What follows belongs to an exercise in optimizing a design on an open flow for small area, a short achievable clock period and few clock cycles; a production flow would make more cautious choices.

==> run A <==
## kmeans_top
module kmeans_top #
(
    parameter K = 8,
    parameter D = 4,
    parameter W = 8,
    parameter N = 128
)
(
    input clk,
    input rst,
    input start,
    input signed [D*W-1:0] point_flat,
    input signed [K*D*W-1:0] init_centroid_flat,
    output done,
    output [6:0] point_addr,
    output signed [K*D*W-1:0] final_centroid_flat
);
    localparam PASS_LEN = 139;    
    reg        run;        
    reg        done_r;
    reg        conv_q;     
    reg [7:0]  t;          
    wire idle = ~run & ~done_r;
    wire load = idle & start;
    reg [K*D*W-1:0] cen;   
    assign final_centroid_flat = cen;
    assign done = done_r;
    assign point_addr = t[6:0];
    reg [31:0] p0;
    reg        v1;         
    always @(posedge clk) p0 <= point_flat;
    wire [31:0] pn = ~p0;
    wire [17:0] dst [0:K-1];
    genvar gk, gd;
    generate for (gk = 0; gk < K; gk = gk + 1) begin : g_dist
        sqdist u_sq (.pn(pn), .c(cen[gk*32 +: 32]), .d(dst[gk]));
    end endgenerate
    reg [17:0] l1d [0:3];
    reg        l1s [0:3];
    reg [31:0] p1;
    reg        v2;
    integer i;
    always @(posedge clk) begin
        for (i = 0; i < 4; i = i + 1) begin
            if (dst[2*i+1] < dst[2*i]) begin
                l1d[i] <= dst[2*i+1]; l1s[i] <= 1'b1;
            end else begin
                l1d[i] <= dst[2*i];   l1s[i] <= 1'b0;
            end
        end
        p1 <= p0;
    end
    wire        c2a = l1d[1] < l1d[0];
    wire        c2b = l1d[3] < l1d[2];
    wire [17:0] m2a = c2a ? l1d[1] : l1d[0];
    wire [17:0] m2b = c2b ? l1d[3] : l1d[2];
    wire [1:0]  i2a = c2a ? {1'b1, l1s[1]} : {1'b0, l1s[0]};
    wire [1:0]  i2b = c2b ? {1'b1, l1s[3]} : {1'b0, l1s[2]};
    wire        c3  = m2b < m2a;
    wire [2:0]  best = c3 ? {1'b1, i2b} : {1'b0, i2a};
    reg  [2:0]  rsel;
    reg  [31:0] p2;
    reg         v3;
    reg         drv;       
    always @(posedge clk) begin
        rsel <= v2 ? best : (t[2:0] - 3'd2);    
        p2 <= p1;
    end
    reg [14:0]  sum [0:K-1][0:D-1];
  ...
==> module kmeans_top, before the edit <==
module kmeans_top #
(
    parameter K = 8,
    parameter D = 4,
    parameter W = 8,
    parameter N = 128
)
(
    input clk,
    input rst,
    input start,
    input signed [D*W-1:0] point_flat,
    input signed [K*D*W-1:0] init_centroid_flat,
    output done,
    output [6:0] point_addr,
    output signed [K*D*W-1:0] final_centroid_flat
);
    localparam PASS_LEN = 139;    
    reg        run;        
    reg        done_r;
    reg        conv_q;     
    reg [7:0]  t;          
    wire idle = ~run & ~done_r;
    wire load = idle & start;
    reg [K*D*W-1:0] cen;   
    assign final_centroid_flat = cen;
    assign done = done_r;
    assign point_addr = t[6:0];
    reg [31:0] p0;
    reg        v1;         
    always @(posedge clk) p0 <= point_flat;
    wire [31:0] pn = ~p0;
    wire [17:0] dst [0:K-1];
    genvar gk, gd;
    generate for (gk = 0; gk < K; gk = gk + 1) begin : g_dist
        sqdist u_sq (.pn(pn), .c(cen[gk*32 +: 32]), .d(dst[gk]));
    end endgenerate
    reg [17:0] l1d [0:3];
    reg        l1s [0:3];
    reg [31:0] p1;
    reg        v2;
    integer i;
    always @(posedge clk) begin
        for (i = 0; i < 4; i = i + 1) begin
            if (dst[2*i+1] < dst[2*i]) begin
                l1d[i] <= dst[2*i+1]; l1s[i] <= 1'b1;
            end else begin
                l1d[i] <= dst[2*i];   l1s[i] <= 1'b0;
            end
        end
        p1 <= p0;
    end
    wire        c2a = l1d[1] < l1d[0];
    wire        c2b = l1d[3] < l1d[2];
    wire [17:0] m2a = c2a ? l1d[1] : l1d[0];
    wire [17:0] m2b = c2b ? l1d[3] : l1d[2];
    wire [1:0]  i2a = c2a ? {1'b1, l1s[1]} : {1'b0, l1s[0]};
    wire [1:0]  i2b = c2b ? {1'b1, l1s[3]} : {1'b0, l1s[2]};
    wire        c3  = m2b < m2a;
    wire [2:0]  best = c3 ? {1'b1, i2b} : {1'b0, i2a};
    reg  [2:0]  rsel;
    reg  [31:0] p2;
    reg         v3;
    reg         drv;       
    always @(posedge clk) begin
        rsel <= v2 ? best : (t[2:0] - 3'd2);    
        p2 <= p1;
    end
    reg [14:0]  sum [0:K-1][0:D-1];
    reg [6:0]   m   [0:K-1];
    reg [K-1:0] fresh;
    wire [14:0] rs [0:D-1];
    generate for (gd = 0; gd < D; gd = gd + 1) begin : g_rs
        assign rs[gd] = sum[rsel][gd];
    end endgenerate
    wire [6:0] rm = m[rsel];
    wire       rf = fresh[rsel];
    integer d;
    always @(posedge clk) begin
        if (v3) begin
            for (d = 0; d < D; d = d + 1)
                sum[rsel][d] <= (rf ? 15'd0 : rs[d]) + {7'd0, ~p2[d*8+7], p2[d*8 +: 7]};
            m[rsel] <= rf ? 7'd0 : rm + 7'd1;
        end
    end
    function [14:0] divstep;
        input [14:0] r;
        input [6:0]  mm;       
        reg [8:0] diff;
        begin
            diff = {1'b0, r[14:7]} + {1'b0, ~{1'b0, mm}};    
            if (diff[8]) divstep = {diff[6:0], r[6:0], 1'b1};
            else         divstep = {r[13:7],   r[6:0], 1'b0};
        end
    endfunction
    reg [14:0] dva [0:D-1];
    reg [6:0]  dvm;
    reg        dve;        
    reg        dvv;
    reg [2:0]  dvj;
    always @(posedge clk) begin : g_dva
        reg [14:0] r;
        integer s;
        for (d = 0; d < D; d = d + 1) begin
            r = rs[d];
            for (s = 0; s < 4; s = s + 1) r = divstep(r, rm);
            dva[d] <= r;
        end
        dvm <= rm;
        dve <= rf;
        dvj <= rsel;
    end
    wire [31:0] c0 = cen[31:0];
    reg  [31:0] cin;
    always @(*) begin : g_dvb
        reg [14:0] r;
        reg [7:0]  q;
        integer s;
        for (d = 0; d < D; d = d + 1) begin
            r = dva[d];
            for (s = 0; s < 4; s = s + 1) r = divstep(r, dvm);
            q = r[7:0];    
            cin[d*8 +: 8] = dve ? c0[d*8 +: 8]
                          : {~q[7], q[6:0]} + {7'd0, ~q[7] & (r[14:8] != 7'd0)};
        end
    end
    reg  chg;              
    wire cmp_now = (cin != c0);
    wire last_shift = dvv & (dvj == 3'd7);
    always @(posedge clk) begin
        if (load)
            cen <= init_centroid_flat;
        else if (dvv)
            cen <= {cin, cen[K*D*W-1:32]};
    end
    always @(posedge clk) begin
        if (rst) begin
            run <= 1'b0; done_r <= 1'b0; conv_q <= 1'b0; t <= 8'd0;
            v1 <= 1'b0; v2 <= 1'b0; v3 <= 1'b0; drv <= 1'b0; dvv <= 1'b0;
        end else begin
            done_r <= 1'b0;
            conv_q <= run & last_shift & ~(chg | cmp_now);
            if (load) begin
                run <= 1'b1; t <= 8'd0;
                v1 <= 1'b0; v2 <= 1'b0; v3 <= 1'b0; drv <= 1'b0; dvv <= 1'b0;
            end else if (run) begin
                if (conv_q) begin
                    run <= 1'b0; done_r <= 1'b1;
                    v1 <= 1'b0; v2 <= 1'b0; v3 <= 1'b0; drv <= 1'b0; dvv <= 1'b0;
                end else begin
                    t   <= (t == PASS_LEN-1) ? 8'd0 : t + 8'd1;
                    v1  <= (t < 128);
                    v2  <= v1;
                    v3  <= v2;
                    drv <= (t >= 130) & (t <= 137);
                    dvv <= drv;
                end
            end
        end
    end
    always @(posedge clk) begin
        if (run && t == 0) fresh <= {K{1'b1}};
        else if (v3) fresh[rsel] <= 1'b0;
        if (dvv) chg <= (dvj == 3'd0) ? cmp_now : (chg | cmp_now);
    end
endmodule
clock: 40.0 ns
lec_check: 0
abc_clock_period_in_ps: 9000
cap_margin: 20
core_margin: 2
core_utilization: 40
slew_margin: 20
synth_hierarchical: 1
standard.sh (not shown) runs the stock make flow with config.mk's settings and CLKGATE_MAP_FILE= SYNTH_SCRIPT=/design/flow/synth_recipe.tcl, a recipe that flattens the netlist after the stock synthesis.
==> flow/flow/run.sh <==
#!/bin/bash
# Layout flow: the standard synthesis unchanged, then the standard
# layout steps, with
#  - the timing repair asked to leave SETUP_SLACK_MARGIN ns of setup slack,
#    i.e. to aim at a shorter period than the constraint's 40 ns;
#  - small port buffers (every port still gets its own buffer).
set -euo pipefail
MARGIN=31.5
bash standard.sh synth > synth.log 2>&1
sed "s|CLKGATE_MAP_FILE= |CLKGATE_MAP_FILE= SETUP_SLACK_MARGIN=$MARGIN 'BUFFER_PORTS_ARGS=-buffer_cell sky130_fd_sc_hd__buf_1' |" standard.sh > layout.sh
bash layout.sh > layout.log 2>&1
==> run H (differences from run A) <==
--- a/flow/design.v
+++ b/flow/design.v
@@ -545,5 +545,5 @@
     output signed [K*D*W-1:0] final_centroid_flat
 );
-    localparam PASS_LEN = 139;    
+    localparam PASS_LEN = 140;    
     reg        run;        
     reg        done_r;
@@ -565,25 +565,26 @@
         sqdist u_sq (.pn(pn), .c(cen[gk*32 +: 32]), .d(dst[gk]));
     end endgenerate
-    reg [17:0] l1d [0:3];
-    reg        l1s [0:3];
+    reg [17:0] dq [0:K-1];
     reg [31:0] p1;
     reg        v2;
     integer i;
     always @(posedge clk) begin
-        for (i = 0; i < 4; i = i + 1) begin
-            if (dst[2*i+1] < dst[2*i]) begin
-                l1d[i] <= dst[2*i+1]; l1s[i] <= 1'b1;
-            end else begin
-                l1d[i] <= dst[2*i];   l1s[i] <= 1'b0;
-            end
-        end
+        for (i = 0; i < K; i = i + 1) dq[i] <= dst[i];
         p1 <= p0;
     end
-    wire        c2a = l1d[1] < l1d[0];
-    wire        c2b = l1d[3] < l1d[2];
-    wire [17:0] m2a = c2a ? l1d[1] : l1d[0];
-    wire [17:0] m2b = c2b ? l1d[3] : l1d[2];
-    wire [1:0]  i2a = c2a ? {1'b1, l1s[1]} : {1'b0, l1s[0]};
-    wire [1:0]  i2b = c2b ? {1'b1, l1s[3]} : {1'b0, l1s[2]};
+    wire        c1a = dq[1] < dq[0];
+    wire        c1b = dq[3] < dq[2];
+    wire        c1c = dq[5] < dq[4];
+    wire        c1d = dq[7] < dq[6];
+    wire [17:0] m1a = c1a ? dq[1] : dq[0];
+    wire [17:0] m1b = c1b ? dq[3] : dq[2];
+    wire [17:0] m1c = c1c ? dq[5] : dq[4];
+    wire [17:0] m1d = c1d ? dq[7] : dq[6];
+    wire        c2a = m1b < m1a;
+    wire        c2b = m1d < m1c;
+    wire [17:0] m2a = c2a ? m1b : m1a;
+    wire [17:0] m2b = c2b ? m1d : m1c;
+    wire [1:0]  i2a = c2a ? {1'b1, c1b} : {1'b0, c1a};
+    wire [1:0]  i2b = c2b ? {1'b1, c1d} : {1'b0, c1c};
     wire        c3  = m2b < m2a;
     wire [2:0]  best = c3 ? {1'b1, i2b} : {1'b0, i2a};
@@ -623,32 +624,49 @@
         end
     endfunction
-    reg [14:0] dva [0:D-1];
-    reg [6:0]  dvm;
-    reg        dve;        
-    reg        dvv;
-    reg [2:0]  dvj;
-    always @(posedge clk) begin : g_dva
+    reg [14:0] da [0:D-1];
+    reg [6:0]  dam;
+    reg        dae;        
+    reg        dav;
+    reg [2:0]  daj;
+    always @(posedge clk) begin : g_da
         reg [14:0] r;
         integer s;
         for (d = 0; d < D; d = d + 1) begin
             r = rs[d];
-            for (s = 0; s < 4; s = s + 1) r = divstep(r, rm);
-            dva[d] <= r;
+            for (s = 0; s < 3; s = s + 1) r = divstep(r, rm);
+            da[d] <= r;
         end
-        dvm <= rm;
-        dve <= rf;
-        dvj <= rsel;
+        dam <= rm;
+        dae <= rf;
+        daj <= rsel;
+    end
+    reg [14:0] db [0:D-1];
+    reg [6:0]  dbm;
+    reg        dbe;
+    reg        dbv;
+    reg [2:0]  dbj;
+    always @(posedge clk) begin : g_db
+        reg [14:0] r;
+        integer s;
+        for (d = 0; d < D; d = d + 1) begin
+            r = da[d];
+            for (s = 0; s < 3; s = s + 1) r = divstep(r, dam);
+            db[d] <= r;
+        end
+        dbm <= dam;
+        dbe <= dae;
+        dbj <= daj;
     end
     wire [31:0] c0 = cen[31:0];
     reg  [31:0] cin;
-    always @(*) begin : g_dvb
+    always @(*) begin : g_dc
         reg [14:0] r;
         reg [7:0]  q;
         integer s;
         for (d = 0; d < D; d = d + 1) begin
-            r = dva[d];
-            for (s = 0; s < 4; s = s + 1) r = divstep(r, dvm);
+            r = db[d];
+            for (s = 0; s < 2; s = s + 1) r = divstep(r, dbm);
             q = r[7:0];    
-            cin[d*8 +: 8] = dve ? c0[d*8 +: 8]
+            cin[d*8 +: 8] = dbe ? c0[d*8 +: 8]
                           : {~q[7], q[6:0]} + {7'd0, ~q[7] & (r[14:8] != 7'd0)};
         end
@@ -656,9 +674,9 @@
     reg  chg;              
     wire cmp_now = (cin != c0);
-    wire last_shift = dvv & (dvj == 3'd7);
+    wire last_shift = dbv & (dbj == 3'd7);
     always @(posedge clk) begin
         if (load)
             cen <= init_centroid_flat;
-        else if (dvv)
+        else if (dbv)
             cen <= {cin, cen[K*D*W-1:32]};
     end
@@ -666,5 +684,5 @@
         if (rst) begin
             run <= 1'b0; done_r <= 1'b0; conv_q <= 1'b0; t <= 8'd0;
-            v1 <= 1'b0; v2 <= 1'b0; v3 <= 1'b0; drv <= 1'b0; dvv <= 1'b0;
+            v1 <= 1'b0; v2 <= 1'b0; v3 <= 1'b0; drv <= 1'b0; dav <= 1'b0; dbv <= 1'b0;
         end else begin
             done_r <= 1'b0;
@@ -672,9 +690,9 @@
             if (load) begin
                 run <= 1'b1; t <= 8'd0;
-                v1 <= 1'b0; v2 <= 1'b0; v3 <= 1'b0; drv <= 1'b0; dvv <= 1'b0;
+                v1 <= 1'b0; v2 <= 1'b0; v3 <= 1'b0; drv <= 1'b0; dav <= 1'b0; dbv <= 1'b0;
             end else if (run) begin
                 if (conv_q) begin
                     run <= 1'b0; done_r <= 1'b1;
-                    v1 <= 1'b0; v2 <= 1'b0; v3 <= 1'b0; drv <= 1'b0; dvv <= 1'b0;
+                    v1 <= 1'b0; v2 <= 1'b0; v3 <= 1'b0; drv <= 1'b0; dav <= 1'b0; dbv <= 1'b0;
                 end else begin
                     t   <= (t == PASS_LEN-1) ? 8'd0 : t + 8'd1;
@@ -683,5 +701,6 @@
                     v3  <= v2;
                     drv <= (t >= 130) & (t <= 137);
-                    dvv <= drv;
+                    dav <= drv;
+                    dbv <= dav;
                 end
             end
@@ -691,5 +710,5 @@
         if (run && t == 0) fresh <= {K{1'b1}};
         else if (v3) fresh[rsel] <= 1'b0;
-        if (dvv) chg <= (dvj == 3'd0) ? cmp_now : (chg | cmp_now);
+        if (dbv) chg <= (dbj == 3'd0) ? cmp_now : (chg | cmp_now);
     end
 endmodule
==> flow/flow/run.sh (replaced) <==
#!/bin/bash
# Layout flow: the standard synthesis unchanged, then the standard
# layout steps, with
#  - the timing repair asked to leave SETUP_SLACK_MARGIN ns of setup slack,
#    i.e. to aim at a shorter period than the constraint's 40 ns;
#  - small port buffers (every port still gets its own buffer);
#  - clock tree synthesis without dummy loads.
set -euo pipefail
MARGIN=31
CTS="-sink_clustering_enable -repair_clock_nets -dont_use_dummy_load"
bash standard.sh synth > synth.log 2>&1
sed "s|CLKGATE_MAP_FILE= |CLKGATE_MAP_FILE= SETUP_SLACK_MARGIN=$MARGIN 'BUFFER_PORTS_ARGS=-buffer_cell sky130_fd_sc_hd__buf_1' 'CTS_ARGS=$CTS' |" standard.sh > layout.sh
bash layout.sh > layout.log 2>&1
Settings changed: CORE_UTILIZATION 40 to 65, PLACE_DENSITY from default to 0.75.
==> notes <==
Run A finished clean. Run H went through all stages and came out clean.
Critical path depth: run H is lower than run A (1).
Between run A and run H, the lower sequential share of layout area is in run A (gap 5.6 points).
Against run H, the count of clock-buffer cells in the layout of run A is higher by 9.
Against run A, the wire length of run H is smaller by about 14%.
Between run H and run A, the lower worst setup slack is in run A (gap 0.052 ns).
Cell count: run H is lower than run A (about 20%).
Synthesized cell count: run A is larger than run H (about 10%).
Of run A and run H, run H has the higher register-to-register slack (gap 0.77 ns).
Of run A and run H, run H has the higher sequential cell count (gap 140).
==> figures <==
Initial cell density of the core: run A 0.402; run H 0.654
Metal2 WL: run A 185000 µm; run H 151000 µm
Delay of the slowest cell on the worst path: run A 0.53 ns; run H 0.63 ns
Hold slack: run A 0.281 ns; run H 0.304 ns
Launch point of the worst reg-to-reg path: run A p0[16]; run H p0[8]
Core box area: run A 243000 µm²; run H 152000 µm²
Outcome: run A complete, no violations; run H complete, no violations
Worst setup slack before clock tree synthesis: run A 28.32 ns; run H 27.68 ns
Clock buffer count: run A 141; run H 132
Simple-Gate Fraction of Synth Area: run A 0.150; run H 0.117
Width of the chip: run A 498 µm; run H 394 µm
Wire length of the first global-routing pass: run A 577000 µm; run H 504000 µm
Flop2flop setup slack: run A 30.37 ns; run H 31.14 ns
Post-Synthesis Net Count: run A 10.8k; run H 10.0k
Wire length per cell after detailed routing: run A 30.5 µm; run H 32.7 µm
Number of sinks driven by the clock tree: run A 1063; run H 1203
Fin nets: run A 12.6k; run H 11.1k
Seq cells: run A 1063; run H 1203
Number of cells in the design after placement: run A 12.2k; run H 10.3k
Function was not checked in any run of this note: the RTL went through the layout flow alone.

[static timing again, ports no longer ideal]
The flow's constraints put no driver on any port. The routed layouts listed below were extracted and timed again, unchanged, in two steps.
Step 1: set_driving_cell puts a clkbuf_16 on clk and a buf_2 on each other input, an assumption about the parent block.
Step 2 moves the port delays by t, midway between the first and last clock arrival at a register: inputs arrive t later, outputs are due t later. That takes back most of the time a late clock gives input paths.
Three values: no drivers, after step 1, after step 2; two values: the first two.
run | shift t [ns] | slack for setup (ns) | worst hold slack (ns) | worst setup path after step 2 | cell pins on the clock port's net
run A | 0.914 | 30.366 / 30.268 / 30.225 | 0.281 / 0.281 / 0.281 | input to register | 1
run H | 0.860 | 30.418 / 30.329 / 30.132 | 0.304 / 0.304 / 0.304 | input to register | 1
After both steps every run listed still meets setup and hold. The setup slack of run H, which loses most, moves by -0.089 ns with the drivers and by -0.286 ns with both steps.
